Background: an optimization exercise with open tools, aiming at small area. Do not read the settings as production practice. In this exercise RTL edits were held to simulation tests only and were not proved equivalent to the original. Power is estimated from default activity; no workload was simulated.

===== flow/design.v =====
module ktoi(Ncbps,k,i);
	input wire [6:0]Ncbps;  
	input wire [6:0]k;
	output reg [7:0]i;
	always@(*)
	begin
		if (Ncbps == 7'd48)
		begin
			i = (4'd3)*(k%(5'd16)) + (k >> 4);
		end
		else if (Ncbps == 7'd96)
		begin
			i = (4'd6)*(k%(5'd16)) + (k >> 4);
		end
		else  
			i = 8'b0;
	end
endmodule
module itok(Ncbps,i,k);
	input wire [6:0]Ncbps;  
	input wire [6:0]i;
	output reg [6:0]k;  
	always@(*)
	begin
		if (Ncbps == 7'd48)
		begin
			k = (i<<4) - 47*((i<<4)/48);
		end
		else if (Ncbps == 7'd96)
		begin
			k = (i<<4) - 95*((i<<4)/96);
		end
		else  
			k = 8'b0;
	end
endmodule
module interleaver(
    input wire clk,
    input wire [11:0] c,
    input wire in,
    output reg out
    );
	reg [18:0] p0;
	always @(posedge clk) p0 <= {p0[17:0], in};
	reg [7:0] s1_1;
	reg [7:0] s1_2;
	wire s1_o1 = s1_1[7];
	wire s1_o2 = s1_2[7];
	wire s1_i1 = c[0] ? p0[18] : s1_o1;
	wire s1_i2 = c[1] ? p0[18] : s1_o2;
	wire s1_y = c[0] ? s1_o1 : c[1] ? s1_o2 : p0[18];
	always @(posedge clk) s1_1 <= {s1_1[6:0], s1_i1};
	always @(posedge clk) s1_2 <= {s1_2[6:0], s1_i2};
	reg [3:0] s2_1;
	reg [3:0] s2_2;
	wire s2_o1 = s2_1[3];
	wire s2_o2 = s2_2[3];
	wire s2_i1 = c[2] ? s1_y : s2_o1;
	wire s2_i2 = c[3] ? s1_y : s2_o2;
	wire s2_y = c[2] ? s2_o1 : c[3] ? s2_o2 : s1_y;
	always @(posedge clk) s2_1 <= {s2_1[2:0], s2_i1};
	always @(posedge clk) s2_2 <= {s2_2[2:0], s2_i2};
	reg [1:0] s3_1;
	reg [1:0] s3_2;
	wire s3_o1 = s3_1[1];
	wire s3_o2 = s3_2[1];
	wire s3_i1 = c[4] ? s2_y : s3_o1;
	wire s3_i2 = c[5] ? s2_y : s3_o2;
	wire s3_y = c[4] ? s3_o1 : c[5] ? s3_o2 : s2_y;
	always @(posedge clk) s3_1 <= {s3_1[0:0], s3_i1};
	always @(posedge clk) s3_2 <= {s3_2[0:0], s3_i2};
	reg [0:0] s4_1;
	reg [0:0] s4_2;
	wire s4_o1 = s4_1[0];
	wire s4_o2 = s4_2[0];
	wire s4_i1 = c[6] ? s3_y : s4_o1;
	wire s4_i2 = c[7] ? s3_y : s4_o2;
	wire s4_y = c[6] ? s4_o1 : c[7] ? s4_o2 : s3_y;
	always @(posedge clk) s4_1 <= s4_i1;
	always @(posedge clk) s4_2 <= s4_i2;
	reg [1:0] p5;
	always @(posedge clk) p5 <= {p5[0:0], s4_y};
	reg [23:0] s6_1;
	wire s6_o1 = s6_1[23];
	wire s6_i1 = c[8] ? s6_o1 : p5[1];
	wire s6_y = c[8] ? p5[1] : s6_o1;
	always @(posedge clk) s6_1 <= {s6_1[22:0], s6_i1};
	reg [11:0] s7_1;
	wire s7_o1 = s7_1[11];
	wire s7_i1 = c[9] ? s7_o1 : s6_y;
	wire s7_y = c[9] ? s6_y : s7_o1;
	always @(posedge clk) s7_1 <= {s7_1[10:0], s7_i1};
	reg [5:0] s8_1;
	wire s8_o1 = s8_1[5];
	wire s8_i1 = c[10] ? s8_o1 : s7_y;
	wire s8_y = c[10] ? s7_y : s8_o1;
	always @(posedge clk) s8_1 <= {s8_1[4:0], s8_i1};
	reg [2:0] s9_1;
	wire s9_o1 = s9_1[2];
	wire s9_i1 = c[11] ? s9_o1 : s8_y;
	wire s9_y = c[11] ? s8_y : s9_o1;
	always @(posedge clk) s9_1 <= {s9_1[1:0], s9_i1};
	always @(posedge clk) out <= s9_y;
endmodule
module deinterleaver(
    input wire clk,
    input wire [11:0] c,
    input wire in,
    output reg out
    );
	reg [5:0] p0;
	always @(posedge clk) p0 <= {p0[4:0], in};
	reg [2:0] s1_1;
	wire s1_o1 = s1_1[2];
	wire s1_i1 = c[0] ? s1_o1 : p0[5];
	wire s1_y = c[0] ? p0[5] : s1_o1;
	always @(posedge clk) s1_1 <= {s1_1[1:0], s1_i1};
	reg [5:0] s2_1;
	wire s2_o1 = s2_1[5];
	wire s2_i1 = c[1] ? s2_o1 : s1_y;
	wire s2_y = c[1] ? s1_y : s2_o1;
	always @(posedge clk) s2_1 <= {s2_1[4:0], s2_i1};
	reg [11:0] s3_1;
	wire s3_o1 = s3_1[11];
	wire s3_i1 = c[2] ? s3_o1 : s2_y;
	wire s3_y = c[2] ? s2_y : s3_o1;
	always @(posedge clk) s3_1 <= {s3_1[10:0], s3_i1};
	reg [23:0] s4_1;
	wire s4_o1 = s4_1[23];
	wire s4_i1 = c[3] ? s4_o1 : s3_y;
	wire s4_y = c[3] ? s3_y : s4_o1;
	always @(posedge clk) s4_1 <= {s4_1[22:0], s4_i1};
	reg [1:0] p5;
	always @(posedge clk) p5 <= {p5[0:0], s4_y};
	reg [0:0] s6_1;
	reg [0:0] s6_2;
	wire s6_o1 = s6_1[0];
	wire s6_o2 = s6_2[0];
	wire s6_i1 = c[4] ? p5[1] : s6_o1;
	wire s6_i2 = c[5] ? p5[1] : s6_o2;
	wire s6_y = c[4] ? s6_o1 : c[5] ? s6_o2 : p5[1];
	always @(posedge clk) s6_1 <= s6_i1;
	always @(posedge clk) s6_2 <= s6_i2;
	reg [1:0] s7_1;
	reg [1:0] s7_2;
	wire s7_o1 = s7_1[1];
	wire s7_o2 = s7_2[1];
	wire s7_i1 = c[6] ? s6_y : s7_o1;
	wire s7_i2 = c[7] ? s6_y : s7_o2;
	wire s7_y = c[6] ? s7_o1 : c[7] ? s7_o2 : s6_y;
	always @(posedge clk) s7_1 <= {s7_1[0:0], s7_i1};
	always @(posedge clk) s7_2 <= {s7_2[0:0], s7_i2};
	reg [3:0] s8_1;
	reg [3:0] s8_2;
	wire s8_o1 = s8_1[3];
	wire s8_o2 = s8_2[3];
	wire s8_i1 = c[8] ? s7_y : s8_o1;
	wire s8_i2 = c[9] ? s7_y : s8_o2;
	wire s8_y = c[8] ? s8_o1 : c[9] ? s8_o2 : s7_y;
	always @(posedge clk) s8_1 <= {s8_1[2:0], s8_i1};
	always @(posedge clk) s8_2 <= {s8_2[2:0], s8_i2};
	reg [7:0] s9_1;
	reg [7:0] s9_2;
	wire s9_o1 = s9_1[7];
	wire s9_o2 = s9_2[7];
	wire s9_i1 = c[10] ? s8_y : s9_o1;
	wire s9_i2 = c[11] ? s8_y : s9_o2;
	wire s9_y = c[10] ? s9_o1 : c[11] ? s9_o2 : s8_y;
	always @(posedge clk) s9_1 <= {s9_1[6:0], s9_i1};
	always @(posedge clk) s9_2 <= {s9_2[6:0], s9_i2};
	reg [12:0] p10;
	always @(posedge clk) p10 <= {p10[11:0], s9_y};
	always @(posedge clk) out <= p10[12];
endmodule
module wlan_interleaver_top(
    input wire clk,
    input wire reset,
    input wire il_in,
    output wire il_out,
    input wire dil_in,
    output wire dil_out
    );
	reg [4:0] B;
	reg [1:0] e;
	always @(posedge clk or negedge reset)
	begin
		if (!reset)
		begin
			B <= 5'd7;
			e <= 2'd1;
		end
		else if (e == 2'd3)
		begin
			B <= B ^ {&B[3:0], &B[2:0], &B[1:0], B[0], 1'b1};
			e <= 2'd1;
		end
		else if (e == 2'd1)
			e <= 2'd2;
		else
			e <= 2'd3;
	end
	reg sig_dl, sig_il;
	always @(posedge clk or negedge reset)
	begin
		if (!reset)
		begin
			sig_dl <= 1'b1;
			sig_il <= 1'b1;
		end
		else
		begin
			if (B[3] && B[4])
				sig_dl <= 1'b0;
			if (!sig_dl && B[0] && B[2] && !B[3] && B[4])
				sig_il <= 1'b0;
		end
	end
	wire [23:0] cy;
	wlan_ctl u_ctl (.B(B), .e(e), .sig_il(sig_il), .sig_dl(sig_dl), .y(cy));
	wire il_a1 = cy[0];
	wire il_b1 = cy[1];
	wire il_a2 = cy[2];
	wire il_b2 = cy[3];
	wire il_a3 = cy[4];
	wire il_b3 = cy[5];
	wire il_a4 = cy[6];
	wire il_b4 = cy[7];
	wire il_g6 = cy[8];
	wire il_g7 = cy[9];
	wire il_g8 = cy[10];
	wire il_g9 = cy[11];
	wire dl_g1 = cy[12];
	wire dl_g2 = cy[13];
	wire dl_g3 = cy[14];
	wire dl_g4 = cy[15];
	wire dl_a6 = cy[16];
	wire dl_b6 = cy[17];
	wire dl_a7 = cy[18];
	wire dl_b7 = cy[19];
	wire dl_a8 = cy[20];
	wire dl_b8 = cy[21];
	wire dl_a9 = cy[22];
	wire dl_b9 = cy[23];
	interleaver u_il (
		.clk(clk),
		.c({il_g9, il_g8, il_g7, il_g6, il_b4, il_a4, il_b3, il_a3, il_b2, il_a2, il_b1, il_a1}),
		.in(il_in),
		.out(il_out)
	);
	deinterleaver u_dil (
		.clk(clk),
		.c({dl_b9, dl_a9, dl_b8, dl_a8, dl_b7, dl_a7, dl_b6, dl_a6, dl_g4, dl_g3, dl_g2, dl_g1}),
		.in(dil_in),
		.out(dil_out)
	);
endmodule
module wlan_ctl(B, e, sig_il, sig_dl, y);
  input [4:0] B;
  wire [4:0] B;
  input [1:0] e;
  wire [1:0] e;
  input sig_il;
  wire sig_il;
  input sig_dl;
  wire sig_dl;
  output [23:0] y;
  wire [23:0] y;
  wire dl_a6;
  wire dl_a7;
  wire dl_a8;
  wire dl_a9;
  wire dl_b6;
  wire dl_b7;
  wire dl_b8;
  wire dl_b9;
  wire dl_g1;
  wire dl_g2;
  wire dl_g3;
  wire dl_g4;
  wire il_a1;
  wire il_a2;
  wire il_a3;
  wire il_a4;
  wire il_b1;
  wire il_b2;
  wire il_b3;
  wire il_b4;
  wire il_g6;
  wire il_g7;
  wire il_g8;
  wire il_g9;
  wire n0;
  wire n1;
  wire n10;
  wire n11;
  wire n12;
  wire n13;
  wire n14;
  wire n15;
  wire n16;
  wire n17;
  wire n18;
  wire n19;
  wire n2;
  wire n20;
  wire n3;
  wire n4;
  wire n5;
  wire n6;
  wire n7;
  wire n8;
  wire n9;
  assign n8 = ~B[1];
  assign n7 = B[0] & e[1];
  assign n6 = n8 & ~(n7);
  assign n5 = B[2] & ~(n6);
  assign n4 = ~B[0];
  assign n3 = e[0] & e[1];
  assign n2 = n4 & ~(n3);
  assign n1 = B[1] & ~(n2);
  assign dl_b8 = ~(n5 | n1);
  assign n0 = B[1] ? n2 : n7;
  assign n20 = ~B[2];
  assign dl_a8 = n20 ? n1 : n0;
  assign dl_b7 = n6 | n2;
  assign dl_a7 = n7 ? n8 : n1;
  assign dl_b6 = ~(n7 | n3);
  assign n19 = e[1] & ~(e[0]);
  assign dl_a6 = n4 ? n3 : n19;
  assign n18 = B[3] | sig_dl;
  assign dl_g4 = B[4] & ~(n18);
  assign dl_g3 = B[2] & ~(n18);
  assign n17 = ~n1;
  assign n16 = ~((n17 & n20) | B[3]);
  assign dl_b9 = ~(n16 | n5);
  assign n15 = sig_dl | ~(B[1]);
  assign dl_g2 = B[2] & ~(n15);
  assign dl_g1 = B[0] & ~(n15);
  assign n14 = sig_il | B[1];
  assign il_g9 = n4 & ~(n14);
  assign il_g8 = n20 & ~(n14);
  assign n13 = sig_il | ~(B[3]);
  assign il_g7 = n20 & ~(n13);
  assign il_g6 = B[4] & ~(n13);
  assign n12 = ~e[1];
  assign il_b4 = B[0] ? n12 : n19;
  assign il_a4 = ~dl_b6;
  assign il_b3 = n2 ? B[1] : n6;
  assign il_a3 = ~dl_b7;
  assign il_b2 = B[2] ? n6 : n0;
  assign il_a2 = ~dl_b8;
  assign n11 = n1 | B[3];
  assign n10 = n20 ? n1 : n6;
  assign n9 = ~(n10 & B[3]);
  assign il_b1 = ~((n11 | B[2]) & n9);
  assign il_a1 = ~dl_b9;
  assign dl_a9 = B[3] ? n5 : n10;
  assign y = { dl_b9, dl_a9, dl_b8, dl_a8, dl_b7, dl_a7, dl_b6, dl_a6, dl_g4, dl_g3, dl_g2, dl_g1, il_g9, il_g8, il_g7, il_g6, il_b4, il_a4, il_b3, il_a3, il_b2, il_a2, il_b1, il_a1 };
endmodule

===== flow/flow/run.sh =====
#!/bin/bash
# Own layout flow: the standard layout (standard.sh), run with a copy of
# the ORFS scripts in which only the ABC area script differs (pure area
# mapping, no buffering or gate upsizing for ABC's picosecond-read clock
# period); port buffers are the smallest buffer, and CTS uses clkbuf_4 and
# no dummy loads. Each step's full output goes to a log file here.
set -euo pipefail
W=$(pwd)
rm -rf "$W/own_scripts"
cp -r "$FLOW_HOME/scripts" "$W/own_scripts"
cp "$W/flow/abc_area.script" "$W/own_scripts/abc_area.script"
ARGS=(
  "SCRIPTS_DIR=$W/own_scripts"
  "BUFFER_PORTS_ARGS=-buffer_cell sky130_fd_sc_hd__buf_1"
  "CTS_ARGS=-sink_clustering_enable -repair_clock_nets -sink_clustering_size 10 -sink_clustering_max_diameter 40 -buf_list sky130_fd_sc_hd__clkbuf_4 -dont_use_dummy_load"
)
bash standard.sh "${ARGS[@]}" synth > "$W/log_synth.txt" 2>&1
bash standard.sh "${ARGS[@]}" finish > "$W/log_layout.txt" 2>&1
test -f "$W/out/final.def"

===== flow/flow/abc_area.script =====
strash
ifraig
scorr
dc2
strash
dch -f
amap
topo

===== flow/standard.sh =====
#!/bin/bash
# synth_recipe.tcl (not shown) runs the flow's synth.tcl, then flattens the netlist and writes it again
# the make line also repeats each setting of config.mk as NAME=value (left out here)
make -C /OpenROAD-flow-scripts/flow DESIGN_CONFIG=/design/flow/config.mk WORK_HOME=/design/flow/orfs CLKGATE_MAP_FILE= SYNTH_SCRIPT=/design/flow/synth_recipe.tcl "${@:-finish}"

===== flow/config.mk =====
export PLATFORM = sky130hd
export DESIGN_NAME = wlan_interleaver_top
export DESIGN_NICKNAME = wlan_interleaver_top
export VERILOG_FILES = /design/flow/design.v
export SDC_FILE = /design/flow/constraint.sdc
export NUM_CORES = 4
export LEC_CHECK = 0
export ABC_AREA = 1
export CAP_MARGIN = 20
export CORE_MARGIN = 2
export CORE_UTILIZATION = 60
export CTS_BUF_LIST = sky130_fd_sc_hd__clkbuf_4
export CTS_CLUSTER_DIAMETER = 50
export CTS_CLUSTER_SIZE = 10
export SLEW_MARGIN = 20

===== flow/constraint.sdc =====
create_clock -name core_clock -period 25.0 [get_ports {clk}]
set_input_delay 5.0000 -clock core_clock [delete_from_list [all_inputs] [get_ports {clk}]]
set_output_delay 5.0000 -clock core_clock [all_outputs]
set_load 0.01 [all_outputs]

==> summary.md, run 1 <==
| Metric | Value |
|---|---|
| Req. time, crit path | approximately 20 ns |
| Max cap viols | 0 |
| Tcrit/Tclk final | between 20% and 30% |
| RSZ-0062 raised after global routing | no |
| Antenna violations before repair | 0 |
| Total core area | 7770 um2 |
| Distinct cells, synth | 24 |
| GP Congestion | 0.753 |
| Max Clk Rate | 166 MHz |
| Die area | 8790 um2 |
| FF-to-FF End | u_il.p5[0] |
| Sequential-to-total area share from yosys stat | 86.0% |
| DR WL/cell | 12.0 um |
| Root Driver | clkbuf_4 |
| TritonCTS Buffers | 24 |
| Critical path origin | u_il.out |
| Comb pwr share | less than 1% |
| Final Max Slew Viols | 0 |
| Share of layout cells above drive strength 1 | 8.17% |
| P_leak | 2.10 nW |
| Largest net degree at the start of global routing | 12 |
| Final Critical Period | ~6 ns |
| Synth Cell Area | between 4000 and 5000 um2 |
| Async SR Flop Fraction | about 4.4% |
| CTS Hold Bufs | 0 |
| Reg2reg start | e[0] |
| Setup_tns | 0 ns |
| Slowest stage cell, crit path | dfxtp_1 |
| Placement Setup Slack | just under 20 ns |
| WHS Path Cells | 0 |
| Residual DRC count | 0 |
| Sequential power share | between 70% and 80% |
| Port Buffers | 5 |
| Slew headroom | 70.6% |
| Crit path to | il_out |
| Switching Fraction | 19.2% |
| Most common cell in the netlist | dfxtp_1 |
| Std-Cell Rows | 32 |
| CP Cell Sequence | buf_1 |
| Synth warnings | 3 |
| Net switching power | around 90 uW |
| Filler cell count in the final layout | 595 |
| Slew of the pin with the lowest slew margin | 0.439 ns |
| Average size of a mapped cell | around 14 um2 |
| Final WS setup | ~19 ns |
| Crit path max fanout | 1 |
| IO Pins | 6 |
| Post-DP HPWL | 3.44 mm |
| Global-route wire length before repair | 9.97 mm |
| Final cell count without fillers | 469 |
| Clk sinks | approximately 200 |
| DR vias | 2,214 |
| GR Overflow Total | 0 |
| Endpoints failing setup | 0 |
| Reg-to-reg slack, setup | 21.81 ns |
| Initial core utilization | 62.2% |
| Vias in the first global route | approximately 2,200 |
| Drt pass-1 iters | 4 |
| Outcome | complete, no violations |
| Multi-input gate area | between 500 and 600 um2 |
| Int Pwr | 377 uW |
| Syn_nets | about 340 |
| # nets final | 375 |
| Vias per cell | approximately 4.7 |
| Worst Hold Class | reg2reg |
| Clock latency on the worst-skew pair | 0.55 ns |
| Area grow syn2layout | 6.76% |
| Critical path arrival | 1.03 ns |
| Clock power frac | 28.1% |
| Register area | 4160 um2 |
| Worst Reg-to-Reg Cells | 13 |
| Post-synth top flop | dfxtp_1 |
| H-tree depth | 1 |
| CTS tree | yes |
| PwrDens | 90.5 nW/um2 |
| Buf+Inv Stages, Crit Path | 1 |
| Yosys top cell by area | dfxtp_1 |
| Clock transition at path regs | approximately 0.10 ns |
| Final Skew | 0.0280 ns |
| Post-synth EDFFs | 4 |
| Total Routing Usage GR | 14.4% |
| Logic depth of the worst path, buffers included | 1 |
| Post-synth top cells | 190 x dfxtp_1, 26 x clkinv_1, 26 x nor2_1, 17 x nand2_1, 15 x o21ai_0 |
| Top cells by area, synth | dfxtp_1 79%, dfstp_2 3.3%, edfxtp_1 2.5%, clkinv_1 2.0%, nor2_1 2.0% |
| Area share of the largest cell type after synthesis | 78.7% |
| Max IR drop VDD | 54.5 uV |
| Die span in x | 93.8 um |
| Top Family by Delay on Critical Path | flip-flops |
| Gate Count Post-Synth | ~340 |
| CTS resizes | 0 |
| Total Power Consumption | 467 uW |
| 1st-iter DRT viols | 78 |
| Final WL | 5.61 mm |
| CP Launch Type | flip-flop |
| Final Hold Fails | 0 |
| #FFs+latches synth | 203 |
| CP endpoint kind | output pin |
| Critical path class | reg2out |
| Placed Instances | between 400 and 500 |
| Post-CTS Setup Bufs | 0 |
| Ant diodes | 0 |
| Final ANT Viol Nets | 0 |
| Die height | approximately 94 um |
| Clock tree buffer depth | 3 |
| Max stage delay on crit path | roughly 0.33 ns |
==> routing by layer <==
metal	global-route usage, %	part of all wire [%]	vias up	wire length, um
met2	20.6	41	30	2280
met3	3.61	3.7	16	209
met1	20.7	53	994	2980
met4	6.52	2.5	0	138
li1	-	-	1174	-
met5	0	0	-	0
==> power groups by stage <==
stage	combinational (mW)	sequential, mW	clock, mW
6_report	0.00183	0.334	0.131
5_1_grt	0.00211	0.335	0.152
4_1_cts	0.00187	0.334	0.138
3_5_place_dp	0.00185	0.342	0
3_3_place_gp	0.00184	0.341	0
2_1_floorplan	0.00120	0.341	0
==> sequential cells by signal, indices dropped and copies added, names as in the netlist, 8 cells and up <==
signal	cells
u_dil.s4_1	24
u_il.s6_1	24
u_il.s7_1	12
u_dil.p10	13
u_il.s1_2	8
u_il.p0	19
u_dil.s3_1	12
u_dil.s9_1	8
u_dil.s9_2	8
u_il.s1_1	8
==> cells by family after synthesis <==
| family | count (synthesis) | share of synthesized area (%) |
|---|---|---|
| DFF | 203 | 86.0 |
| and+or+nand+nor | 57 | 4.92 |
| AOI/OAI and AO/OA | 50 | 6.55 |
| buffers and inverters | 26 | 2.02 |
| adders and majority gates | 2 | 0.518 |
==> area by class of cell <==
| class | count | share of cell area, % |
|---|---|---|
| Timing Repair Buffer | 5 | 0.364 |
| Inverter | 26 | 1.89 |
| Multi-Input combinational cell | 109 | 11.2 |
| Sequential cell | 203 | 80.6 |
| Clock buffer | 24 | 3.49 |
| Tap cell | 102 | 2.47 |
==> layout by cell type, fill, tap and decap left out, types with 2 or more instances in the layout <==
master    instances
nor2_1           26
o22ai_1           9
edfxtp_1          4
or3_1             4
a21oi_1          12
clkbuf_4         24
a22o_1            2
buf_1             5
nand3_1           2
nand2_1          17
dfrtp_1           3
ha_1              2
dfxtp_1         190
a222oi_1          2
o21ai_0          15
clkinv_1         26
o221ai_1          4
nor3_1            7
dfstp_2           6
==> through the flow <==
stage,cell area (um2),hold WS [ns],utilization [%]
global placement,4980,0.310,64.1
detailed placement,4980,0.312,64.1
finish,5160,0.299,66.4
global route,5160,0.308,66.4
floorplan,4830,0.310,-
CTS,5160,0.300,66.4
==> worst min path at each step <==
stage / from / endpoint
finish: u_dil.s4_1[13] / u_dil.s4_1[14]
detailed placement: u_dil.p10[8] / u_dil.p10[9]
global route: u_il.p0[5] / u_il.p0[6]
CTS: u_il.p0[5] / u_il.p0[6]
global placement: u_il.s2_1[0] / u_il.s2_1[1]
floorplan: u_dil.p10[12] / u_dil.out
==> inputs of run 2 (changes only) <==
--- a/flow/flow/run.sh
+++ b/flow/flow/run.sh
@@ -13,5 +13,5 @@
   "SCRIPTS_DIR=$W/own_scripts"
   "BUFFER_PORTS_ARGS=-buffer_cell sky130_fd_sc_hd__buf_1"
-  "CTS_ARGS=-sink_clustering_enable -repair_clock_nets -sink_clustering_size 10 -sink_clustering_max_diameter 40 -buf_list sky130_fd_sc_hd__clkbuf_4 -dont_use_dummy_load"
+  "CTS_ARGS=-sink_clustering_enable -repair_clock_nets -sink_clustering_size 12 -sink_clustering_max_diameter 30 -buf_list sky130_fd_sc_hd__clkbuf_4 -dont_use_dummy_load"
 )
 bash standard.sh "${ARGS[@]}" synth > "$W/log_synth.txt" 2>&1
==> run 2 against run 1 <==
- synthesized cell count unchanged
- area after synthesis unchanged
- non-clock buffer count unchanged
- critical path type unchanged
- largest cell class unchanged
==> summary.md, run 2 <==
| Metric | Value |
|---|---|
| Req. time, crit path | 20.00 ns |
| RSZ-0062 raised after global routing | no |
| Vias in the first global route | between 2,000 and 2,500 |
| Syn_nets | 344 |
| Worst Reg-to-Reg Cells | 13 |
| GR Overflow Total | 0 |
| CP endpoint kind | output pin |
| Routing usage on met2 | approximately a fifth |
| Max stage delay on crit path | 0.33 ns |
| Die span in x | 93.8 um |
| Final Skew | roughly 0.087 ns |
| Area share of the largest cell type after synthesis | 78.7% |
| Clock transition at path regs | 0.11 ns |
| Tcrit/Tclk final | 24.1% |
| Reg-to-reg slack, setup | 21.76 ns |
| DR WL/cell | between 10 and 15 um |
| Top flop regs | u_dil.s4_1: 24 flops, u_il.s6_1: 24 flops, u_il.p0: 19 flops |
| Post-synth top cells | 190 x dfxtp_1, 26 x clkinv_1, 26 x nor2_1, 17 x nand2_1, 15 x o21ai_0 |
| FF-to-FF End | u_il.p5[0] |
| Critical path arrival | 1.01 ns |
| Post-CTS Setup Bufs | 0 |
| Share of layout cells above drive strength 1 | under 10% |
| Async SR Flop Fraction | 4.43% |
| Top cells by area, synth | dfxtp_1 79%, dfstp_2 3.3%, edfxtp_1 2.5%, clkinv_1 2.0%, nor2_1 2.0% |
| Multi-input gate area | 579 um2 |
| Worst Hold Class | reg2reg |
| Total Routing Usage GR | around 14% |
| TritonCTS Buffers | 26 |
| Sequential-to-total area share from yosys stat | 86.0% |
| Antenna violations before repair | 0 |
| Average size of a mapped cell | approximately 14 um2 |
| CP Launch Type | flip-flop |
| WHS Path Cells | 0 |
| Post-synth EDFFs | 4 |
| Slew of the pin with the lowest slew margin | 0.463 ns |
| Area grow syn2layout | 7.07% |
| Max IR drop VDD | about 53 uV |
| Final ANT Viol Nets | 0 |
| Hold endpoint | u_il.s1_1[1] |
| Crit path max fanout | 1 |
| CTS Hold Bufs | 0 |
| Critical path class | reg2out |
| Die height | 93.8 um |
| Gate Count Post-Synth | around 340 |
| Met1 Usage GRT | 20.2% |
| Std-Cell Rows | 32 |
| Setup_tns | 0 ns |
| Buf+Inv Stages, Crit Path | 1 |
| Filler cell count in the final layout | 593 |
| Drt pass-1 iters | 4 |
| Max Clk Rate | 166 MHz |
| Residual DRC count | 0 |
| Most frequent cells in the layout | 190 x dfxtp_1, 26 x clkinv_1, 26 x nor2_1, 26 x clkbuf_4, 17 x nand2_1 |
| #FFs+latches synth | slightly above 200 |
| Slowest stage cell, crit path | dfxtp_1 |
| Final Critical Period | ~6.0 ns |
| Initial core utilization | 62.2% |
| IO Pins | 6 |
| Most Crowded Layer GR | met2 |
| H-tree depth | 1 |
| Die area | between 8000 and 9000 um2 |
| GP Congestion | 0.753 |
| Outcome | complete, no violations |
| Final WL | 5.59 mm |
| Global-route wire length before repair | 9.94 mm |
| Distinct cells, synth | 24 |
| Final Hold Fails | 0 |
| 1st-iter DRT viols | ~70 |
| Post-synth top flop | dfxtp_1 |
| CTS resizes | 0 |
| CP Cell Sequence | buf_1 |
| Synth Cell Area | 4830 um2 |
| # nets final | 377 |
| Critical path origin | u_dil.out |
| Commonest non-fill, non-tap cell in the layout | dfxtp_1 |
| Top Family by Delay on Critical Path | flip-flops |
| CTS tree | yes |
| Root Driver | clkbuf_4 |
| Post-DP HPWL | between 3 and 4 mm |
| Max cap viols | 0 |
| Clk sinks | about 200 |
| Reg2reg start | e[0] |
| Largest net degree at the start of global routing | 13 |
| Total core area | 7770 um2 |
| Final Max Slew Viols | 0 |
| Port Buffers | 5 |
| Slew headroom | 69.2% |
| HP Start | u_il.s1_1[0] |
| PwrDens | 90.8 nW/um2 |
| GR Util met3 | under 10% |
| Ant diodes | 0 |
| P_leak | 2.11 nW |
| Clock latency on the worst-skew pair | 0.58 ns |
| Vias per cell | 4.73 |
| Synth warnings | 3 |
| Endpoints failing setup | 0 |
| Register area | 4160 um2 |
| DR vias | between 2,000 and 2,500 |
| Total Power Consumption | around 470 uW |
| Clock tree buffer depth | 3 |
| Hold_ws | around 0.26 ns |
| Most common cell in the netlist | dfxtp_1 |
| Yosys top cell by area | dfxtp_1 |
[run 2: worst max path at each step]
stage,slack (ns),to,cells after the start
finish,18.99,dil_out,1
global route,18.88,dil_out,1
CTS,18.93,dil_out,1
detailed placement,19.56,il_out,1
global placement,19.57,il_out,1
floorplan,19.67,dil_out,0
[run 2: area by class of cell]
cell class                      instances  area share [%]
Multi-Input combinational cell        109            11.2
Tap cell                              102            2.47
Timing Repair Buffer                    5           0.363
Sequential cell                       203            80.3
Inverter                               26            1.89
Clock buffer                           26            3.77
[run 2: worst reg2reg max path: cells and delay by family, from the launching register on]
kind | cells | cell delay (ns)
buffers and inverters | 3 | 0.54
and+or+nand+nor | 4 | 0.59
AOI/OAI and AO/OA | 6 | 1.40
DFF | 1 | 0.55
[run 2: metal layers]
metal | part of all wire [%] | routed length, um
met2 | 42 | 2370
met5 | 0 | 0
met4 | 1.1 | 64
met3 | 4.6 | 258
met1 | 52 | 2900
[run 2: cells by family (layout without fill, tap and decap cells)]
kind of cell    Yosys count  in the layout  synth area share (%)
fa+ha+maj                 2              2                 0.518
simple gates             57             57                  4.92
buf+inv                  26             57                  2.02
flops                   203            203                  86.0
compound gates           50             50                  6.55
[run 2: power by group]
group	internal, mW	switching (mW)
logic	0.000826	0.00101
registers	0.332	0.00192
clock network	0.0479	0.0860
total	0.381	0.0889
[run 2: metrics by stage]
step           setup WS, ns  area, um2  util, %  cells
3_5_place_dp          19.56       4980     64.1    445
4_1_cts               18.93       5170     66.6    471
5_1_grt               18.88       5170     66.6    471
2_1_floorplan         19.67       4830        -    338
6_report              18.99       5170     66.6    471
3_3_place_gp          19.57       4980     64.1    445
==> inputs of run 3 (changes only) <==
--- a/flow/flow/run.sh
+++ b/flow/flow/run.sh
@@ -13,5 +13,5 @@
   "SCRIPTS_DIR=$W/own_scripts"
   "BUFFER_PORTS_ARGS=-buffer_cell sky130_fd_sc_hd__buf_1"
-  "CTS_ARGS=-sink_clustering_enable -repair_clock_nets -sink_clustering_size 12 -sink_clustering_max_diameter 30 -buf_list sky130_fd_sc_hd__clkbuf_4 -dont_use_dummy_load"
+  "CTS_ARGS=-sink_clustering_enable -repair_clock_nets -sink_clustering_size 12 -sink_clustering_max_diameter 40 -buf_list sky130_fd_sc_hd__clkbuf_4 -dont_use_dummy_load"
 )
 bash standard.sh "${ARGS[@]}" synth > "$W/log_synth.txt" 2>&1
--- a/flow/config.mk
+++ b/flow/config.mk
@@ -9,5 +9,5 @@
 export CAP_MARGIN = 20
 export CORE_MARGIN = 2
-export CORE_UTILIZATION = 60
+export CORE_UTILIZATION = 50
 export CTS_BUF_LIST = sky130_fd_sc_hd__clkbuf_4
 export CTS_CLUSTER_DIAMETER = 50
==> run 3 against run 2 <==
- clock skew shrank 0.058 ns
- setup slack lost 0.010 ns
- fmax shrank 0.17%
- flip-flop and latch count is the same
- critical endpoint unchanged
- via count grew 0.36%
- critical path depth is the same
- sequential share of layout area grew 0.058 points
- global-route usage shrank 2.1 points
- area after synthesis is the same
- critical path type unchanged
- register-to-register slack is essentially flat
- still clean on timing, DRC and antenna
- first-iteration DRC count grew 5.9%
- non-clock buffer count is the same
==> summary.md, run 3 <==
| Metric | Value |
|---|---|
| Outcome | complete, no violations |
| Vias per cell | approximately 4.5 |
| Reg2reg start | B[0] |
| PwrDens | 89.2 nW/um2 |
| CP Launch Type | flip-flop |
| Final Max Slew Viols | 0 |
| Syn_nets | roughly 340 |
| Post-CTS Setup Bufs | 0 |
| Final Critical Period | 6.02 ns |
| Fin area | about 5200 um2 |
| Async SR Flop Fraction | 4.43% |
| Die area | approximately 10,000 um2 |
| Clk sinks | between 200 and 250 |
| Sequential-to-total area share from yosys stat | 86.0% |
| Clock power frac | between 20% and 30% |
| Total Routing Usage GR | 12.2% |
| Final cell count without fillers | 493 |
| Final Hold Fails | 0 |
| Std-Cell Rows | 35 |
| Area grow syn2layout | 6.99% |
| RSZ-0062 raised after global routing | no |
| WHS Path Cells | 0 |
| Final WL | 5.68 mm |
| Gate Count Post-Synth | 338 |
| Max cap viols | 0 |
| Total core area | 9330 um2 |
| HP Start | u_dil.s8_2[0] |
| Global-route wire length before repair | 9.98 mm |
| Hold endpoint | u_dil.s8_2[1] |
| Placed Area | approximately 5000 um2 |
| Post-DP HPWL | ~3.4 mm |
| Critical path class | reg2out |
| Max Clk Rate | 166 MHz |
| Slowest stage cell, crit path | dfxtp_1 |
| Final ANT Viol Nets | 0 |
| Slew headroom | ~64% |
| Post-synth top flop | dfxtp_1 |
| Vias in the first global route | ~2,200 |
| GP Congestion | between 0.7 and 0.8 |
| CTS resizes | 0 |
| TritonCTS Buffers | 21 |
| CTS Hold Bufs | 0 |
| Post-synth EDFFs | 4 |
| Root Driver | clkbuf_4 |
| Distinct cells, synth | 24 |
| Most frequent cells in the layout | 190 x dfxtp_1, 26 x clkinv_1, 26 x nor2_1 |
| #FFs+latches synth | around 200 |
| Synth Cell Area | 4830 um2 |
| Antenna violations before repair | 0 |
| Clock transition at path regs | approximately 0.11 ns |
| Clock tree buffer depth | 3 |
| Commonest non-fill, non-tap cell in the layout | dfxtp_1 |
| Int Pwr | roughly 370 uW |
| FF-to-FF End | u_il.p5[0] |
| Post-synth top cells | 190 x dfxtp_1, 26 x clkinv_1, 26 x nor2_1, 17 x nand2_1, 15 x o21ai_0 |
| Reg-to-reg slack, setup | 21.75 ns |
| P_leak | 2.09 nW |
| Critical path arrival | 1.02 ns |
| Area share of the largest cell type after synthesis | 78.7% |
| Max IR drop VDD | between 40 and 50 uV |
| Clock latency on the worst-skew pair | 0.56 ns |
| # nets final | approximately 370 |
| DR WL/cell | between 10 and 15 um |
| Setup_tns | 0 ns |
| Top Family by Delay on Critical Path | flip-flops |
| Net switching power | 89.0 uW |
| CP Cell Sequence | buf_1 |
| Worst Reg-to-Reg Cells | 14 |
| Most common cell in the netlist | dfxtp_1 |
| Share of layout cells above drive strength 1 | 7.42% |
| Initial core utilization | 51.8% |
| Slew of the pin with the lowest slew margin | approximately 0.54 ns |
| Sequential power share | slightly above 70% |
| Largest net degree at the start of global routing | 13 |
| 1st-iter DRT viols | 72 |
| Max stage delay on crit path | 0.32 ns |
| Residual DRC count | 0 |
| Yosys top cell by area | dfxtp_1 |
| Average size of a mapped cell | 14.3 um2 |
| Req. time, crit path | 20.00 ns |
| Switching Fraction | roughly 19% |
| Top flop regs | u_dil.s4_1: 24 flops, u_il.s6_1: 24 flops, u_il.p0: 19 flops |
| Final Skew | between 0.02 and 0.03 ns |
| Tcrit/Tclk final | 24.1% |
| Ant diodes | 0 |
| Comb pwr share | 0.4% |
| Buf+Inv Stages, Crit Path | 1 |
| Endpoints failing setup | 0 |
| Crit path max fanout | 1 |
| CTS tree | yes |
| H-tree depth | 1 |
| Die height | 102 um |
| GR Overflow Total | 0 |
| IO Pins | 6 |
| Worst Hold Class | reg2reg |
| Synth warnings | 3 |
| Top cells by area, synth | dfxtp_1 79%, dfstp_2 3.3%, edfxtp_1 2.5%, clkinv_1 2.0%, nor2_1 2.0% |
| Port Buffers | 5 |
| DR vias | 2,237 |
| Drt pass-1 iters | 4 |
| Die span in x | 102 um |
| Total Power Consumption | 461 uW |
| CP endpoint kind | output pin |
| Placed Instances | 472 |
-- run 3: cell counts after synthesis --
Identical to the previous run, type by type.
-- run 3: power groups by stage --
stage	clock [mW]	sequential [mW]	combinational [mW]
2_1_floorplan	0	0.341	0.00120
3_3_place_gp	0	0.341	0.00186
3_5_place_dp	0	0.342	0.00191
4_1_cts	0.133	0.334	0.00192
5_1_grt	0.146	0.335	0.00218
6_report	0.125	0.334	0.00190
-- run 3: worst max-delay path by stage --
stage / start / endpoint / cells past startpoint
after floorplan: u_dil.out / dil_out / 0
after global placement: u_il.out / il_out / 1
after detailed placement: u_il.out / il_out / 1
after CTS: u_dil.out / dil_out / 1
after global routing: u_dil.out / dil_out / 1
final: u_dil.out / dil_out / 1
-- run 3: cell families (layout without fill, tap and decap cells) --
| kind of cell | after synthesis | count (layout) | synth area share, % |
|---|---|---|---|
| fa+ha+maj | 2 | 2 | 0.518 |
| compound gates | 50 | 50 | 6.55 |
| simple gates | 57 | 57 | 4.92 |
| buf+inv | 26 | 52 | 2.02 |
| flops | 203 | 203 | 86.0 |
-- run 3: through the flow --
step	hold WS [ns]	worst slack [ns]	util [%]
5_1_grt	0.293	18.86	55.4
2_1_floorplan	0.310	19.67	-
6_report	0.298	18.98	55.4
3_3_place_gp	0.310	19.57	53.7
4_1_cts	0.302	18.94	55.4
3_5_place_dp	0.312	19.57	53.7
-- run 3: final cells by class --
class	instances	area, um2
flip-flops and latches	203	4160
fillers	797	4160
repair buffers	5	18.8
multi-input cells	109	579
inverters	26	97.6
well taps	129	161
clock buffers	21	158
-- run 3: routing by layer --
layer / routed length, um / up-vias / global-route usage [%]
li1: - / 1165 / -
met1: 2910 / 1011 / 16.8
met2: 2280 / 42 / 17.8
met3: 294 / 19 / 3.83
met4: 203 / 0 / 5.54
met5: 0 / - / 0
==> inputs of run 4 (changes only) <==
--- a/flow/config.mk
+++ b/flow/config.mk
@@ -9,5 +9,5 @@
 export CAP_MARGIN = 20
 export CORE_MARGIN = 2
-export CORE_UTILIZATION = 50
+export CORE_UTILIZATION = 55
 export CTS_BUF_LIST = sky130_fd_sc_hd__clkbuf_4
 export CTS_CLUSTER_DIAMETER = 50
==> run 4 against run 3 <==
- worst hold slack improved by 0.013 ns
- non-clock buffer count unchanged
- clock-buffer cell count unchanged
- register-to-register slack got worse by 0.02 ns
- power about the same
- via count increased by 0.13%
- area after synthesis unchanged
- still clean
- critical endpoint unchanged
- synthesized cell count unchanged
- critical path type unchanged
- fmax increased by 0.26%
==> summary.md, run 4 <==
| Metric | Value |
|---|---|
| Share of layout cells above drive strength 1 | 7.42% |
| Crit path max fanout | 1 |
| Synth warnings | 3 |
| Worst Reg-to-Reg Cells | 13 |
| Vias in the first global route | around 2,100 |
| Final ANT Viol Nets | 0 |
| Filler cell count in the final layout | around 730 |
| Worst Hold Class | reg2reg |
| Area share of the largest cell type after synthesis | 78.7% |
| Total core area | about 8600 um2 |
| Largest net degree at the start of global routing | 13 |
| Reg-to-reg slack, setup | between 20 and 25 ns |
| CTS Hold Bufs | 0 |
| CP Launch Type | flip-flop |
| Outcome | complete, no violations |
| TritonCTS Buffers | 21 |
| RSZ-0062 raised after global routing | no |
| Slowest stage cell, crit path | dfxtp_1 |
| Distinct cells, synth | 24 |
| Buf+Inv Stages, Crit Path | 1 |
| Post-synth top flop | dfxtp_1 |
| Max cap viols | 0 |
| Average size of a mapped cell | 14.3 um2 |
| Clk sinks | 203 |
| CTS tree | yes |
| Initial core utilization | 56.0% |
| Post-synth EDFFs | 4 |
| CTS resizes | 0 |
| Async SR Flop Fraction | 4.43% |
| Sequential-to-total area share from yosys stat | between 80 and 90% |
| Setup_tns | 0 ns |
| Placement Setup Slack | 19.58 ns |
| Synth Cell Area | 4830 um2 |
| 1st-iter DRT viols | 78 |
| CP endpoint kind | output pin |
| Clock latency on the worst-skew pair | about 0.55 ns |
| Req. time, crit path | 20.00 ns |
| H-tree depth | 1 |
| Port Buffers | 5 |
| Top cells by area, synth | dfxtp_1 79%, dfstp_2 3.3%, edfxtp_1 2.5%, clkinv_1 2.0%, nor2_1 2.0% |
| P_leak | 2.09 nW |
| Syn_nets | 344 |
| DR WL/cell | ~12 um |
| Vias per cell | 4.75 |
| Post-CTS Setup Bufs | 0 |
| Yosys top cell by area | dfxtp_1 |
| Most common cell in the netlist | dfxtp_1 |
| Fin area | 5140 um2 |
| Reg2reg start | e[0] |
| GP Congestion | a little under 0.8 |
| Max stage delay on crit path | 0.32 ns |
| Global-route wire length before repair | between 9 and 10 mm |
| Total Routing Usage GR | between 10% and 20% |
| Endpoints failing setup | 0 |
| Max IR drop VDD | 62.3 uV |
| Most frequent cells in the layout | 190 x dfxtp_1, 26 x clkinv_1, 26 x nor2_1 |
| HP Start | u_dil.p5[0] |
| Critical path arrival | 1.01 ns |
| Root Driver | clkbuf_4 |
| Top Family by Delay on Critical Path | flip-flops |
| Slew of the pin with the lowest slew margin | 0.509 ns |
| Final Max Slew Viols | 0 |
| Residual DRC count | 0 |
| Final Skew | 0.0247 ns |
| Critical path class | reg2out |
| PwrDens | 89.6 nW/um2 |
| Antenna violations before repair | 0 |
| Die span in x | 97.7 um |
| Drt pass-1 iters | 4 |
| Hold_ws | 0.311 ns |
| Std-Cell Rows | 34 |
| Area grow syn2layout | 6.45% |
| Die area | 9550 um2 |
| Max Clk Rate | 166 MHz |
| Commonest non-fill, non-tap cell in the layout | dfxtp_1 |
| Gate Count Post-Synth | approximately 340 |
| Clock transition at path regs | 0.11 ns |
| # nets final | 372 |
| CP Cell Sequence | buf_1 |
| Final WL | approximately 5.6 mm |
| DR vias | 2,240 |
| Post-synth top cells | 190 x dfxtp_1, 26 x clkinv_1, 26 x nor2_1, 17 x nand2_1, 15 x o21ai_0 |
| Clock tree buffer depth | 3 |
| Final WS setup | about 19 ns |
| Final Critical Period | 6.01 ns |
| WHS Path Cells | 0 |
| Top flop regs | u_dil.s4_1: 24 flops, u_il.s6_1: 24 flops, u_il.p0: 19 flops |
| Slew headroom | 66.1% |
| #FFs+latches synth | just over 200 |
| Final Hold Fails | 0 |
| Placed Area | 4990 um2 |
| Die height | 97.7 um |
| Hold endpoint | u_dil.p5[1] |
| Total Power Consumption | 461 uW |
| IO Pins | 6 |
| Tcrit/Tclk final | 24.0% |
| FF-to-FF End | u_il.p5[0] |
| GR Overflow Total | 0 |
| Post-DP HPWL | roughly 3.4 mm |
| Ant diodes | 0 |
==> run 4: kinds of logic after synthesis <==
| logic type | count (synthesis) | share of synthesized area, % |
|---|---|---|
| AO/OA/AOI/OAI | 50 | 6.55 |
| adder cells (fa/ha/maj) | 2 | 0.518 |
| buffers and inverters | 26 | 2.02 |
| flip-flops | 203 | 86.0 |
| AND/OR/NAND/NOR | 57 | 4.92 |
==> run 4: report_power, final <==
| part | total, mW | switching, mW | internal [mW] |
|---|---|---|---|
| Combinational | 0.00187 | 0.00104 | 0.000829 |
| Sequential | 0.334 | 0.00190 | 0.332 |
| Clock | 0.125 | 0.0859 | 0.0390 |
| Total | 0.461 | 0.0888 | 0.372 |
==> run 4: metal layers <==
metal | GRT usage [%] | share of wire [%] | routed length (um)
met5 | 0 | 0 | 0
met4 | 4.91 | 3.1 | 173
met3 | 3.72 | 4.8 | 269
met2 | 16.9 | 38 | 2140
met1 | 19.0 | 54 | 3000
==> run 4: area by class of cell <==
cell class / instances / area (um2) / area share (%)
Tap cell: 108 / 135 / 2.63
Sequential cell: 203 / 4160 / 80.8
Timing Repair Buffer: 5 / 18.8 / 0.365
Inverter: 26 / 97.6 / 1.90
Multi-Input combinational cell: 109 / 579 / 11.3
Clock buffer: 21 / 158 / 3.06
==> run 4: worst max path at each step <==
stage | to | startpoint | cells past startpoint | slack, ns
6_report | dil_out | u_dil.out | 1 | 18.99
5_1_grt | dil_out | u_dil.out | 1 | 18.91
4_1_cts | il_out | u_il.out | 1 | 18.95
3_5_place_dp | dil_out | u_dil.out | 1 | 19.58
3_3_place_gp | il_out | u_il.out | 1 | 19.57
2_1_floorplan | dil_out | u_dil.out | 0 | 19.67
==> run 4: per-stage QoR <==
stage	instances	utilization, %
global route	472	59.6
detailed placement	451	57.8
CTS	472	59.6
finish	472	59.6
global placement	451	57.8
floorplan	338	-
==> inputs of run 5 (changes only) <==
--- a/flow/config.mk
+++ b/flow/config.mk
@@ -9,5 +9,5 @@
 export CAP_MARGIN = 20
 export CORE_MARGIN = 2
-export CORE_UTILIZATION = 55
+export CORE_UTILIZATION = 60
 export CTS_BUF_LIST = sky130_fd_sc_hd__clkbuf_4
 export CTS_CLUSTER_DIAMETER = 50
==> run 5 against run 4 <==
- flip-flop and latch count is the same
- critical endpoint is now il_out
- global-route usage grew 1.6 points
- non-clock buffer count is the same
- utilization grew 6.5 points
- power shrank 0.59%
- die area shrank 8.0%
- still clean on timing, DRC and antenna
==> summary.md, run 5 <==
| Metric | Value |
|---|---|
| Vias per cell | 4.70 |
| Distinct cells, synth | 24 |
| Max cap viols | 0 |
| Tcrit/Tclk final | 24.1% |
| Gate Count Post-Synth | 338 |
| Largest net degree at the start of global routing | 13 |
| CTS Hold Bufs | 0 |
| Post-Synth Simple-Gate Area | 4.92% |
| DR WL/cell | roughly 12 um |
| Average size of a mapped cell | around 14 um2 |
| CP Launch Type | flip-flop |
| Max Clk Rate | between 150 and 200 MHz |
| Synth Area in XOR/XNOR | 0% |
| Final WS setup | 18.97 ns |
| Area share of the largest cell type after synthesis | 78.7% |
| Die height | ~94 um |
| Placed Area | 4980 um2 |
| 1st-iter DRT viols | 50 |
| Setup_tns | 0 ns |
| GP Congestion | approximately 0.75 |
| Ant diodes | 0 |
| Antenna violations before repair | 0 |
| CTS resizes | 0 |
| Compound-Gate Fraction of Synth Area | 6.55% |
| H-tree depth | 1 |
| Clk sinks | 203 |
| Final WL | 5.60 mm |
| Slowest stage cell, crit path | dfxtp_1 |
| Top flop regs | u_dil.s4_1: 24 flops, u_il.s6_1: 24 flops, u_il.p0: 19 flops |
| DR vias | 2,185 |
| Fin area | 5130 um2 |
| Share of synthesized cell area in full adder, half adder and majority cells | 0.518% |
| Post-synth EDFFs | 4 |
| Syn_nets | ~340 |
| PwrDens | 89.3 nW/um2 |
| Initial core utilization | 62.2% |
| Drt pass-1 iters | 5 |
| Worst Hold Class | reg2reg |
| Root Driver | clkbuf_4 |
| Clock latency on the worst-skew pair | roughly 0.55 ns |
| Die area | slightly below 9000 um2 |
| Global-route wire length before repair | 9.76 mm |
| Placement Setup Slack | 19.56 ns |
| CTS tree | yes |
| Max IR drop VDD | between 50 and 60 uV |
| Die span in x | 93.8 um |
| Buf+Inv Stages, Crit Path | 1 |
| Share of layout cells above drive strength 1 | 7.16% |
| #FFs+latches synth | between 200 and 250 |
| Final Critical Period | between 6 and 7 ns |
| Top cells by area, synth | dfxtp_1 79%, dfstp_2 3.3%, edfxtp_1 2.5%, clkinv_1 2.0%, nor2_1 2.0% |
| Total Power Consumption | 458 uW |
| Top Family by Delay on Critical Path | flip-flops |
| Synth Cell Area | 4830 um2 |
| # nets final | between 300 and 400 |
| Critical path arrival | 1.03 ns |
| P_leak | 2.09 nW |
| Port Buffers | 5 |
| Most common cell in the netlist | dfxtp_1 |
| Slew of the pin with the lowest slew margin | between 0.4 and 0.5 ns |
| Vias in the first global route | between 2,000 and 2,500 |
| Final ANT Viol Nets | 0 |
| TritonCTS Buffers | 20 |
| Slew headroom | between 60% and 70% |
| Post-synth top flop | dfxtp_1 |
| Commonest non-fill, non-tap cell in the layout | dfxtp_1 |
| Post-CTS Setup Bufs | 0 |
| IO Pins | 6 |
| Mux share of post-synthesis cell area | 0% |
| Sequential-to-total area share from yosys stat | between 80% and 90% |
| Final Max Slew Viols | 0 |
| CP Cell Sequence | buf_1 |
| Most frequent cells in the layout | 190 x dfxtp_1, 26 x clkinv_1, 26 x nor2_1 |
| Clock tree buffer depth | 3 |
| Yosys top cell by area | dfxtp_1 |
| Post-synth top cells | 190 x dfxtp_1, 26 x clkinv_1, 26 x nor2_1, 17 x nand2_1, 15 x o21ai_0 |
| Outcome | complete, no violations |
| Final Hold Fails | 0 |
| Async SR Flop Fraction | under 10% |
| Std-Cell Rows | 32 |
| Crit path max fanout | 1 |
| Final Skew | 0.0164 ns |
| Total Routing Usage GR | 14.1% |
| Synth warnings | 3 |
| Area grow syn2layout | 6.14% |
| Critical path class | reg2out |
| GR Overflow Total | 0 |
| Post-DP HPWL | 3.44 mm |
| Total core area | 7770 um2 |
| Clock transition at path regs | roughly 0.12 ns |
| Max stage delay on crit path | 0.34 ns |
| RSZ-0062 raised after global routing | no |
| Largest family of logic cells by synthesized area | compound AO/OA/AOI/OAI gates |
| Residual DRC count | 0 |
| CP endpoint kind | output pin |
| Endpoints failing setup | 0 |
| Req. time, crit path | 20.00 ns |
[run 5: final cells by class]
type                            instances  area (um2)
Clock buffer                           20         150
Timing Repair Buffer                    5        18.8
Fill cell                             593        2640
Multi-Input combinational cell        109         579
Tap cell                              102         128
Inverter                               26        97.6
Sequential cell                       203        4160
[run 5: logic make-up after synthesis]
family / Yosys count
AOI/OAI and AO/OA: 50
adders and majority gates: 2
buffers and inverters: 26
DFF: 203
and+or+nand+nor: 57
[run 5: final timing paths]
path | start | endpoint | slack (ns) | depth (start not counted)
max reg2reg | e[0] | u_il.p5[0] | 21.78 | 13
min | u_dil.s4_1[14] | u_dil.s4_1[15] | 0.33 | 0
max | u_il.out | il_out | 18.97 | 1
max in group asynchronous | reset | B[1] | 20.29 | 1
min reg2reg | u_dil.s4_1[14] | u_dil.s4_1[15] | 0.33 | 0
min in group asynchronous | reset | e[1] | 4.37 | 1
[run 5: report_power, final]
part / total (mW) / internal (mW) / switching, mW
Sequential: 0.334 / 0.332 / 0.00194
Combinational: 0.00184 / 0.000826 / 0.00101
Clock: 0.122 / 0.0373 / 0.0849
Total: 0.458 / 0.370 / 0.0878
[run 5: layer usage]
layer	up-vias	routed length [um]	global-route usage, %
met5	-	0	0
met4	0	161	6.52
met3	13	174	3.37
met2	27	2280	20.6
met1	987	2990	20.1
li1	1158	-	-
[run 5: stage by stage]
step           utilization (%)  instances  hold WS [ns]
4_1_cts                   66.0        465         0.329
3_3_place_gp              64.1        445         0.310
6_report                  66.0        465         0.326
2_1_floorplan                -        338         0.310
5_1_grt                   66.0        465         0.329
3_5_place_dp              64.1        445         0.312
==> inputs of run 6 (changes only) <==
--- a/flow/flow/run.sh
+++ b/flow/flow/run.sh
@@ -13,5 +13,5 @@
   "SCRIPTS_DIR=$W/own_scripts"
   "BUFFER_PORTS_ARGS=-buffer_cell sky130_fd_sc_hd__buf_1"
-  "CTS_ARGS=-sink_clustering_enable -repair_clock_nets -sink_clustering_size 12 -sink_clustering_max_diameter 40 -buf_list sky130_fd_sc_hd__clkbuf_4 -dont_use_dummy_load"
+  "CTS_ARGS=-sink_clustering_enable -repair_clock_nets -sink_clustering_size 11 -sink_clustering_max_diameter 40 -buf_list sky130_fd_sc_hd__clkbuf_4 -dont_use_dummy_load"
 )
 bash standard.sh "${ARGS[@]}" synth > "$W/log_synth.txt" 2>&1
==> run 6 against run 5 <==
- still clean
- worst hold slack worse by 0.025 ns
- synthesized cell count stayed put
- sequential power is essentially flat
- cell area up 0.29%
- global-route usage is 0.19 points higher
- largest cell class unchanged
==> summary.md, run 6 <==
| Metric | Value |
|---|---|
| P_leak | 2.09 nW |
| Clk sinks | 203 |
| Most common cell in the netlist | dfxtp_1 |
| Clock latency on the worst-skew pair | roughly 0.57 ns |
| CTS resizes | 0 |
| Final WS setup | between 15 and 20 ns |
| Antenna violations before repair | 0 |
| Reg2reg start | e[0] |
| Outcome | complete, no violations |
| Area share of the largest cell type after synthesis | 78.7% |
| Met3 WL | between 150 and 200 um |
| Vias in the first global route | 2,212 |
| Final Hold Fails | 0 |
| Clock tree buffer depth | 3 |
| Root Driver | clkbuf_4 |
| Largest net degree at the start of global routing | 12 |
| Die area | 8790 um2 |
| Post-CTS Setup Bufs | 0 |
| Max stage delay on crit path | between 0.3 and 0.4 ns |
| Commonest non-fill, non-tap cell in the layout | dfxtp_1 |
| Die span in x | 93.8 um |
| Initial core utilization | 62.2% |
| CP endpoint kind | output pin |
| Slowest stage cell, crit path | dfxtp_1 |
| Placed Instances | 445 |
| Slew of the pin with the lowest slew margin | 0.464 ns |
| IO Pins | 6 |
| Placed Area | 4980 um2 |
| Drt pass-1 iters | 5 |
| CTS tree | yes |
| Max cap viols | 0 |
| GP Congestion | 0.753 |
| TritonCTS Buffers | 22 |
| Top cells by area, synth | dfxtp_1 79%, dfstp_2 3.3%, edfxtp_1 2.5%, clkinv_1 2.0%, nor2_1 2.0% |
| Vias per cell | 4.73 |
| Post-synth top flop | dfxtp_1 |
| Crit path max fanout | 1 |
| CTS Hold Bufs | 0 |
| DR vias | around 2,200 |
| Final ANT Viol Nets | 0 |
| Post-synth top cells | 190 x dfxtp_1, 26 x clkinv_1, 26 x nor2_1, 17 x nand2_1, 15 x o21ai_0 |
| GR Overflow Total | 0 |
| Top Family by Delay on Critical Path | flip-flops |
| Setup_tns | 0 ns |
| Buf+Inv Stages, Crit Path | 1 |
| RSZ-0062 raised after global routing | no |
| H-tree depth | 1 |
| Top flop regs | u_dil.s4_1: 24 flops, u_il.s6_1: 24 flops, u_il.p0: 19 flops |
| Average size of a mapped cell | between 10 and 15 um2 |
| Global-route wire length before repair | 9.92 mm |
| Std-Cell Rows | 32 |
| Max IR drop VDD | 52.9 uV |
| Final WL | 5.62 mm |
| Endpoints failing setup | 0 |
| Final Critical Period | 6.04 ns |
| DR WL/cell | between 10 and 15 um |
| Share of layout cells above drive strength 1 | 7.67% |
| Die height | ~94 um |
| Final Max Slew Viols | 0 |
| Req. time, crit path | 20.00 ns |
| Area grow syn2layout | 6.45% |
| Residual DRC count | 0 |
| DR top layer | met4 |
| Distinct cells, synth | 24 |
| Gate Count Post-Synth | about 340 |
| Hold_ws | 0.301 ns |
| Synth Cell Area | between 4000 and 5000 um2 |
| Async SR Flop Fraction | about 4.4% |
| Metal2 WL | 2.35 mm |
| Ant diodes | 0 |
| Clock transition at path regs | 0.11 ns |
| CP Launch Type | flip-flop |
| Sequential-to-total area share from yosys stat | 86.0% |
| 1st-iter DRT viols | between 40 and 50 |
| Fin area | 5140 um2 |
| Yosys top cell by area | dfxtp_1 |
| #FFs+latches synth | 203 |
| Critical path arrival | about 1.0 ns |
| Max Clk Rate | 165 MHz |
| Post-DP HPWL | approximately 3.4 mm |
| CP Cell Sequence | buf_1 |
| Total core area | 7770 um2 |
| Most frequent cells in the layout | 190 x dfxtp_1, 26 x clkinv_1, 26 x nor2_1 |
| Critical path class | reg2out |
| Tcrit/Tclk final | about 24% |
| Total Routing Usage GR | 14.3% |
| HP Start | u_dil.s8_2[0] |
| Syn_nets | roughly 340 |
| PwrDens | ~90 nW/um2 |
| Placement Setup Slack | 19.56 ns |
| Final Skew | roughly 0.047 ns |
| Worst Hold Class | reg2reg |
| Slew headroom | just under 70% |
| Final cell count without fillers | roughly 470 |
| Port Buffers | 5 |
| # nets final | 373 |
| Critical path origin | u_il.out |
| Post-synth EDFFs | 4 |
| Synth warnings | 3 |
| Wl on met1 | 2.98 mm |
run 6: changes by cell type in the layout (fill, tap and decap cells not counted):
cell | previous run | this run
clkbuf_4 | 20 | 22
run 6: worst paths after layout:
check                      slack, ns  depth (start not counted)            end
max                            18.96                          1         il_out
min                             0.30                          0  u_dil.s8_2[1]
max reg2reg                    21.81                         13     u_il.p5[0]
min reg2reg                     0.30                          0  u_dil.s8_2[1]
max in group asynchronous      20.30                          1           B[0]
min in group asynchronous       4.35                          1           e[1]
run 6: cells by family after synthesis:
group                    Yosys count  synth area share (%)
AO/OA/AOI/OAI                     50                  6.55
adder cells (fa/ha/maj)            2                 0.518
buffers and inverters             26                  2.02
flip-flops                       203                  86.0
AND/OR/NAND/NOR                   57                  4.92
run 6: metrics by stage:
step           util [%]  power, mW
3_5_place_dp       64.1      0.344
5_1_grt            66.2      0.483
2_1_floorplan         -      0.342
4_1_cts            66.2      0.470
3_3_place_gp       64.1      0.343
6_report           66.2      0.463
run 6: cell type report:
class	instances	area [um2]
clock buffers	22	165
flip-flops and latches	203	4160
inverters	26	97.6
fillers	601	2620
well taps	102	128
repair buffers	5	18.8
multi-input cells	109	579
run 6: power by group:
part,switching (mW),total (mW),leakage (nW),internal (mW)
Combinational,0.00102,0.00184,0.271,0.000826
Clock,0.0857,0.127,0.101,0.0408
Sequential,0.00194,0.334,1.72,0.332
Total,0.0887,0.463,2.09,0.374
run 6: routing by layer:
metal / track usage (%) / vias up
met3: 3.77 / 12
met5: 0 / -
met1: 20.3 / 1001
li1: - / 1166
met2: 20.8 / 28
met4: 6.40 / 0
==> inputs of run 7 (changes only) <==
--- a/flow/flow/run.sh
+++ b/flow/flow/run.sh
@@ -13,5 +13,5 @@
   "SCRIPTS_DIR=$W/own_scripts"
   "BUFFER_PORTS_ARGS=-buffer_cell sky130_fd_sc_hd__buf_1"
-  "CTS_ARGS=-sink_clustering_enable -repair_clock_nets -sink_clustering_size 11 -sink_clustering_max_diameter 40 -buf_list sky130_fd_sc_hd__clkbuf_4 -dont_use_dummy_load"
+  "CTS_ARGS=-sink_clustering_enable -repair_clock_nets -sink_clustering_size 12 -sink_clustering_max_diameter 50 -buf_list sky130_fd_sc_hd__clkbuf_4 -dont_use_dummy_load"
 )
 bash standard.sh "${ARGS[@]}" synth > "$W/log_synth.txt" 2>&1
==> run 7 against run 6 <==
- still clean on timing, DRC and antenna
- via count decreased by 0.95%
- fmax increased by 0.63%
- cell area shrank 0.29%
- critical path depth unchanged
- cell count decreased by 0.43%
- sequential power barely moved
- setup slack improved by 0.038 ns
- clock power fell by 6%
- critical path type unchanged
==> summary.md, run 7 <==
| Metric | Value |
|---|---|
| PwrDens | 89.0 nW/um2 |
| Reg-to-reg slack, setup | 21.80 ns |
| Die height | 93.8 um |
| Antenna violations before repair | 0 |
| Max Clk Rate | 166 MHz |
| Final ANT Viol Nets | 0 |
| Clock latency on the worst-skew pair | 0.53 ns |
| Syn_nets | approximately 340 |
| CTS Hold Bufs | 0 |
| DR WL/cell | between 10 and 15 um |
| Initial core utilization | 62.2% |
| TritonCTS Buffers | 20 |
| Critical path class | reg2out |
| Endpoints failing setup | 0 |
| 1st-iter DRT viols | 56 |
| Max stage delay on crit path | 0.33 ns |
| CP Launch Type | flip-flop |
| Post-DP HPWL | 3.44 mm |
| Share of layout cells above drive strength 1 | 7.16% |
| RSZ-0062 raised after global routing | no |
| Top cells by area, synth | dfxtp_1 79%, dfstp_2 3.3%, edfxtp_1 2.5%, clkinv_1 2.0%, nor2_1 2.0% |
| Worst Hold Class | reg2reg |
| Final Hold Fails | 0 |
| Post-synth EDFFs | 4 |
| Yosys top cell by area | dfxtp_1 |
| Area grow syn2layout | 6.14% |
| Top flop regs | u_dil.s4_1: 24 flops, u_il.s6_1: 24 flops, u_il.p0: 19 flops |
| Sequential-to-total area share from yosys stat | 86.0% |
| Multi-input gate area | approximately 580 um2 |
| CTS tree | yes |
| Post-synth top flop | dfxtp_1 |
| Total core area | between 7000 and 8000 um2 |
| Slowest stage cell, crit path | dfxtp_1 |
| Post-synth top cells | 190 x dfxtp_1, 26 x clkinv_1, 26 x nor2_1, 17 x nand2_1, 15 x o21ai_0 |
| Port Buffers | 5 |
| WHS Path Cells | 0 |
| P_leak | 2.09 nW |
| Ant diodes | 0 |
| Commonest non-fill, non-tap cell in the layout | dfxtp_1 |
| Residual DRC count | 0 |
| Post-CTS Setup Bufs | 0 |
| GR Overflow Total | 0 |
| Final Critical Period | approximately 6 ns |
| FF-to-FF End | u_il.p5[0] |
| Largest net degree at the start of global routing | 13 |
| Final Max Slew Viols | 0 |
| Final cell count without fillers | 465 |
| Final Skew | approximately 0.016 ns |
| Distinct cells, synth | 24 |
| Area share of the largest cell type after synthesis | 78.7% |
| # nets final | between 300 and 400 |
| Max IR drop VDD | between 50 and 60 uV |
| Die span in x | about 94 um |
| Setup_tns | 0 ns |
| Std-Cell Rows | 32 |
| IO Pins | 6 |
| Top Family by Delay on Critical Path | flip-flops |
| Async SR Flop Fraction | ~4.4% |
| CTS resizes | 0 |
| Drt pass-1 iters | 4 |
| Slew of the pin with the lowest slew margin | 0.453 ns |
| CP Cell Sequence | buf_1 |
| Critical path arrival | between 1 and 1.5 ns |
| Gate Count Post-Synth | 338 |
| Filler cell count in the final layout | 589 |
| Register area | ~4200 um2 |
| H-tree depth | 1 |
| Clock tree buffer depth | 3 |
| Tcrit/Tclk final | around 24% |
| Crit path max fanout | 1 |
| Reg2reg start | e[0] |
| Die area | 8790 um2 |
| HP Start | u_dil.s9_2[0] |
| Slew headroom | 69.7% |
| Vias per cell | 4.70 |
| Synth warnings | 3 |
| Global-route wire length before repair | 9.96 mm |
| #FFs+latches synth | 203 |
| Vias in the first global route | 2,193 |
| Max cap viols | 0 |
| Final WL | 5.55 mm |
| DR vias | ~2,200 |
| Most common cell in the netlist | dfxtp_1 |
| Outcome | complete, no violations |
| Clock transition at path regs | about 0.12 ns |
| Placed Instances | 445 |
| Req. time, crit path | 20.00 ns |
| GP Congestion | 0.753 |
| Average size of a mapped cell | around 14 um2 |
| Worst Reg-to-Reg Cells | 13 |
| Total Routing Usage GR | between 10% and 20% |
| Most frequent cells in the layout | 190 x dfxtp_1, 26 x clkinv_1, 26 x nor2_1 |
| Buf+Inv Stages, Crit Path | 1 |
| Clk sinks | 203 |
| Root Driver | clkbuf_4 |
| Hold endpoint | u_dil.s9_2[1] |
| CP endpoint kind | output pin |
| Synth Cell Area | between 4000 and 5000 um2 |
## run 7: cells by family (layout without fill, tap and decap cells)
logic type	count (synthesis)	after routing	synth area share (%)
buffers and inverters	26	51	2.02
AOI/OAI and AO/OA	50	50	6.55
DFF	203	203	86.0
adders and majority gates	2	2	0.518
and+or+nand+nor	57	57	4.92
## run 7: layout make-up
type	count	share of cell area, %
Clock buffer	20	2.93
Inverter	26	1.90
Timing Repair Buffer	5	0.366
Sequential cell	203	81.0
Multi-Input combinational cell	109	11.3
Tap cell	102	2.49
## run 7: stage by stage
step	hold WS (ns)	utilization, %	worst slack, ns	cell area [um2]	power (mW)
after floorplan	0.310	-	19.67	4830	0.342
after global placement	0.310	64.1	19.57	4980	0.343
after detailed placement	0.312	64.1	19.56	4980	0.344
after CTS	0.329	66.0	18.93	5130	0.465
after global routing	0.329	66.0	18.89	5130	0.479
final	0.326	66.0	18.99	5130	0.456
## run 7: power by group
part	internal, mW	total (mW)	switching, mW	leakage (nW)
Clock	0.0372	0.120	0.0831	0.0920
Combinational	0.000827	0.00183	0.00101	0.271
Sequential	0.332	0.334	0.00193	1.72
Total	0.370	0.456	0.0860	2.09
## run 7: worst max-delay path by stage
stage          slack, ns  depth (start not counted)       to      start
2_1_floorplan      19.67                          0  dil_out  u_dil.out
3_3_place_gp       19.57                          1   il_out   u_il.out
3_5_place_dp       19.56                          1   il_out   u_il.out
4_1_cts            18.93                          1   il_out   u_il.out
5_1_grt            18.89                          1  dil_out  u_dil.out
6_report           18.99                          1   il_out   u_il.out
## run 7: per-layer routing
layer  track usage [%]  share of wire, %  vias to the layer above
li1                  -                 -                     1158
met3              3.61               3.6                       12
met5                 0                 0                        -
met1              20.6                52                      993
met2              20.9                42                       23
met4              5.92               2.3                        0

==> static timing again, ports no longer ideal <==
The results above use ideal ports. As a check the final layouts listed here were re-extracted and re-timed, cells and wires unchanged. Step 1: set_driving_cell puts a clkbuf_16 on clk and a buf_2 on each other input, an assumption about the parent block. Step 2 times the ports against the registers' clock, not the clock port: input delays grow and output delays shrink by t, the midpoint of the rising clock arrivals with the driver on. a / b / c = ideal / step 1 / step 2; a / b = the first two.
run	shift t [ns]	slack for setup (ns)	pins driven straight from the clock port
run 1	0.571	18.971 / 18.942 / 19.513	1
run 2	0.560	18.987 / 18.958 / 19.519	1
run 3	0.575	18.976 / 18.946 / 19.521	1
run 4	0.569	18.992 / 18.964 / 19.532	1
run 5	0.567	18.973 / 18.945 / 19.512	1
run 6	0.574	18.956 / 18.928 / 19.501	1
run 7	0.556	18.993 / 18.962 / 19.519	1
After both steps setup and hold are still met in every run listed.
